Context: an optimization exercise on an open-source flow, tuned for small area, a short achievable clock period and few clock cycles. The choices shown serve that exercise and are no tape-out recipe. At most, simulation tests tie the RTL to the original design; equivalence was not proved.

==> pepper: inputs <==
==> flow/design.v <==
module ME(
    input clk,
    input rst_n,
    input block_valid,
    input area_valid,
    input [7:0] in_data,
    output logic out_valid,
    output logic signed [2:0] out_vector
);
logic [7:0] nblk [0:15];
always_ff @(posedge clk)
    if (block_valid) begin
        for (int k = 0; k < 15; k++) nblk[k] <= nblk[k+1];
        nblk[15] <= ~in_data;
    end
logic [7:0] pix [0:11];
always_ff @(posedge clk) begin
    pix[0] <= in_data;
    for (int d = 1; d < 12; d++) pix[d] <= pix[d-1];
end
function automatic [7:0] pixd(input integer i);
    pixd = i == 0 ? pix[11] : i == 1 ? pix[7] : i == 2 ? pix[3] : in_data;
endfunction
logic [7:0] adv [0:15];
logic       adc [0:15];
always_ff @(posedge clk)
    for (int k = 0; k < 16; k++)
        {adc[k], adv[k]} <= {1'b0, pixd(k/4)} + {1'b0, nblk[k]};
logic [3:0] pd0 [0:14];
logic [3:0] pd1 [0:14];
logic [3:0] pd2 [0:14];
logic       kc1 [0:14];
logic       kc2 [0:14];
function automatic [3:0] topmask(input integer s);
    integer m, k;
    m = (255 * (s + 1)) >> 8;
    k = 0;
    while (k < m) k = 2 * k + 1;
    topmask = k;
endfunction
function automatic [4:0] radd4(input [3:0] a, input [3:0] b, input ci);
    logic c;
    c = ci;
    for (int i = 0; i < 4; i++) begin
        radd4[i] = a[i] ^ b[i] ^ c;
        c = (a[i] & b[i]) | (c & (a[i] ^ b[i]));
    end
    radd4[4] = c;
endfunction
always_ff @(posedge clk)
    for (int s = 0; s < 15; s++) begin
        logic [11:0] t;
        logic [4:0] q0;
        logic [4:0] q1;
        logic [4:0] q2;
        t = {4'd0, adv[s] ^ {8{~adc[s]}}};
        q0 = radd4((s == 0 ? 4'd0 : pd0[s-1]), t[3:0], adc[s]);
        q1 = radd4((s == 0 ? 4'd0 : pd1[s-1]), t[7:4], (s == 0 ? 1'b0 : kc1[s-1]));
        q2 = radd4((s == 0 ? 4'd0 : pd2[s-1]), t[11:8], (s == 0 ? 1'b0 : kc2[s-1]));
        pd0[s] <= q0[3:0];
        kc1[s] <= q0[4];
        pd1[s] <= q1[3:0];
        kc2[s] <= q1[4];
        pd2[s] <= q2[3:0] & topmask(s);
    end
logic [11:0] sad;
always_ff @(posedge clk)
    sad <= {pd2[14], pd1[14], pd0[14]} + ({11'd0, kc1[14]} << 4) + ({11'd0, kc2[14]} << 8)
           + {4'd0, adv[15] ^ {8{~adc[15]}}} + {11'd0, adc[15]};
logic [5:0] idx;
logic v1, v2;
always_ff @(posedge clk, negedge rst_n)
    if (!rst_n) begin
        v1 <= 1'b0;
        v2 <= 1'b0;
    end else begin
        v1 <= area_valid;
        v2 <= v1;
    end
always_ff @(posedge clk)
    idx <= block_valid ? 6'd0 : idx + {5'd0, v2};
wire win_ok = v2 && idx[5:3] >= 3'd3 && idx[2:0] >= 3'd3;
wire first  = idx == 6'd27;
logic [11:0] nmin;    
wire better = first || sad < ~nmin;
logic [2:0] min_x, min_y;
wire [2:0] cur_x = idx[2:0] - 3'd5;    
wire [2:0] cur_y = 3'd5 - idx[5:3];    
always_ff @(posedge clk)
    if (win_ok && better) begin
        nmin    <= ~sad;
        min_x   <= cur_x;
        min_y   <= cur_y;
    end
wire last = v2 && idx == 6'd63;
logic second;
always_ff @(posedge clk, negedge rst_n)
    if (!rst_n) begin
        out_valid  <= 1'b0;
        second     <= 1'b0;
        out_vector <= 3'd0;
    end else begin
        second    <= last;
        out_valid <= last || second;
        if (last)
            out_vector <= better ? cur_x : min_x;
        else if (second)
            out_vector <= min_y;
        else
            out_vector <= 3'd0;
    end
endmodule
==> flow/run.sh <==
#!/bin/bash
# synth_recipe.tcl (not shown) runs the flow's synth.tcl, then flattens the netlist and writes it again
# the make line also repeats each setting of config.mk as NAME=value (left out here)
make -C /OpenROAD-flow-scripts/flow DESIGN_CONFIG=/design/flow/config.mk WORK_HOME=/design/flow/orfs CLKGATE_MAP_FILE= SYNTH_SCRIPT=/design/flow/synth_recipe.tcl finish
==> flow/config.mk <==
export PLATFORM = sky130hd
export DESIGN_NAME = ME
export DESIGN_NICKNAME = ME
export VERILOG_FILES = /design/flow/design.v
export SDC_FILE = /design/flow/constraint.sdc
export NUM_CORES = 8
export LEC_CHECK = 0
export ABC_AREA = 1
export ABC_CLOCK_PERIOD_IN_PS = 2200
export CAP_MARGIN = 5
export CORE_MARGIN = 2
export CORE_UTILIZATION = 60
export CTS_CLUSTER_DIAMETER = 100
export CTS_CLUSTER_SIZE = 30
export SETUP_SLACK_MARGIN = 3.35
export SLEW_MARGIN = 5
export TNS_END_PERCENT = 100
==> flow/constraint.sdc <==
create_clock -name core_clock -period 5.5 [get_ports {clk}]
set_input_delay 1.1000 -clock core_clock [delete_from_list [all_inputs] [get_ports {clk}]]
set_output_delay 1.1000 -clock core_clock [all_outputs]
set_load 0.01 [all_outputs]
==> delta (differences from pepper) <==
==> flow/design.v, changed modules only <==
module ME(
    input clk,
    input rst_n,
    input block_valid,
    input area_valid,
    input [7:0] in_data,
    output logic out_valid,
    output logic signed [2:0] out_vector
);
logic [7:0] blk [0:15];
always_ff @(posedge clk)
    if (block_valid) begin
        for (int k = 0; k < 15; k++) blk[k] <= blk[k+1];
        blk[15] <= in_data;
    end
logic [7:0] pix;
always_ff @(posedge clk) pix <= in_data;
logic [7:0] adv [0:15];
logic       adc [0:15];
always_ff @(posedge clk)
    for (int k = 0; k < 16; k++) begin
        logic [8:0] e;
        e = {1'b0, pix} + {1'b0, ~blk[k]};
        adv[k] <= e[7:0] ^ {8{~e[8]}};
        adc[k] <= e[8];
    end
function automatic [11:0] psmask(input integer s);
    integer n;
    n = (s / 8) * 4 + ((s % 8) < 3 ? (s % 8) : 3) + 1;    
    psmask = n == 1 ? 12'h0ff : n == 2 ? 12'h1ff : n <= 4 ? 12'h3ff : n <= 8 ? 12'h7ff : 12'hfff;
endfunction
logic [11:0] ps [0:27];
always_ff @(posedge clk)
    for (int s = 0; s < 28; s++)
        if (s % 8 < 4)
            ps[s] <= ((s == 0 ? 12'd0 : ps[s-1]) + {4'd0, adv[(s/8)*4 + s%8]}
                      + {11'd0, adc[(s/8)*4 + s%8]}) & psmask(s);
        else
            ps[s] <= ps[s-1];
wire [11:0] sad = ps[27];
logic [5:0] idx0, idx1, idx2;
logic v0, v1, v2;
always_ff @(posedge clk, negedge rst_n)
    if (!rst_n) begin
        v0 <= 1'b0;
        v1 <= 1'b0;
        v2 <= 1'b0;
    end else begin
        v0 <= area_valid;
        v1 <= v0;
        v2 <= v1;
    end
always_ff @(posedge clk) begin
    idx0 <= block_valid ? 6'd0 : idx0 + {5'd0, v0};
    idx1 <= idx0;
    idx2 <= idx1;
end
wire win_ok = v2 && idx2[5:3] >= 3'd3 && idx2[2:0] >= 3'd3;
wire first  = idx2 == 6'd27;
logic [11:0] min_sad;
wire better = first || sad < min_sad;
logic [2:0] min_x, min_y;
wire [2:0] cur_x = idx2[2:0] - 3'd5;    
wire [2:0] cur_y = 3'd5 - idx2[5:3];    
always_ff @(posedge clk)
    if (win_ok && better) begin
        min_sad <= sad;
        min_x   <= cur_x;
        min_y   <= cur_y;
    end
wire last = v2 && idx2 == 6'd63;
logic second;
always_ff @(posedge clk, negedge rst_n)
    if (!rst_n) begin
        out_valid  <= 1'b0;
        second     <= 1'b0;
        out_vector <= 3'd0;
    end else begin
        second <= 1'b0;
        if (last) begin
            out_valid  <= 1'b1;
            out_vector <= better ? cur_x : min_x;
            second     <= 1'b1;
        end else if (second) begin
            out_vector <= min_y;
        end else begin
            out_valid  <= 1'b0;
            out_vector <= 3'd0;
        end
    end
endmodule
==> flow/config.mk (replaced) <==
export PLATFORM = sky130hd
export DESIGN_NAME = ME
export DESIGN_NICKNAME = ME
export VERILOG_FILES = /design/flow/design.v
export SDC_FILE = /design/flow/constraint.sdc
export NUM_CORES = 8
export LEC_CHECK = 0
export ABC_CLOCK_PERIOD_IN_PS = 2000
export CAP_MARGIN = 20
export CORE_MARGIN = 2
export CORE_UTILIZATION = 40
export SETUP_SLACK_MARGIN = 3.5
export SLEW_MARGIN = 20
export TNS_END_PERCENT = 100
==> out/results.ini <==
[placed_design]
dp_cells=2458
placed_cell_area_mm2=0.0248
dp_slack_ps=2180

[synthesis]
yosys-top-cells-count=dfxtp_1 (450), inv_1 (274), ha_1 (195)
synthDominantCellAreaShare_pct=37.6
synth_mux_area_share_pct=0.631

[run_status]
status=timing/DRC/antenna clean

[drt]
vias=12600
routed-wl-met2_um=19800
routed_wl_um=40200

[grt]
grt_pass1_wl_um=65300

[timing]
period_share_pct=39.8
skew_ps=31.6

[clocking]
ctsResizeCount=75

[critical_path]
ff2ff_setup_slack_ps=3340
required_ps=4400
cpMaxStageDelayCell=dfrtp_1

[end of results for pepper]
==> out/results.ini <==
[critical_path]
end_kind=register
path_common_cell=a211o_1
ff2ff_setup_slack_ps=3080
required_ps=5980
cpMaxStageDelayCell=dfxtp_4

[drt]
routed-wl-met2_um=27000
vias=17400

[clocking]
ctsResizeCount=196

[pwr]
power_clock_mw=4.86
power_mw=19.1

[timing]
period_share_pct=44.1

[synthesis]
synth_mux_area_share_pct=0.813
synthDominantCellAreaShare_pct=34.6
yosys-top-cells-count=dfxtp_1 (479), inv_1 (287), ha_1 (252)

[placed_design]
dp_slack_ps=2760
dp_cells=3383

[run_status]
status=timing/DRC/antenna clean

[grt]
grt_pass1_wl_um=88600

[end of results for delta]
Testbench counts of pepper, summed over its fixed seeds: cycles 43,008.
For delta, only the layout was checked, not whether the RTL still works.

==> what the ideal ports hide <==
How much do the figures lean on ideal ports? The routed layouts below were timed once more, with nothing changed but the port constraints. Step 1, drivers: a clkbuf_16 drives clk and a buf_2 each remaining input, both assumed. Step 2 also shifts input and output timing later by t, the mid clock arrival at the registers, as if the neighbouring blocks saw the same clock. a / b / c = ideal / step 1 / step 2; a / b = the first two.
| run | t, ns | slack for setup (ns) | worst hold slack (ns) | latest minus earliest clock arrival (ns) | worst slew at a driven data input, ns |
|---|---|---|---|---|---|
| pepper | 0.623 | 3.310 / 3.254 / 2.805 | 0.327 / 0.327 / 0.327 | 0.032 / 0.032 | 0.04 |
| delta | 0.639 | 3.075 / 3.075 / 3.025 | 0.322 / 0.322 / 0.322 | 0.022 / 0.022 | 0.04 |
After both steps every run listed still meets setup and hold. For pepper, which loses most, drivers alone change the setup slack by -0.056 ns; drivers and shift together by -0.505 ns.
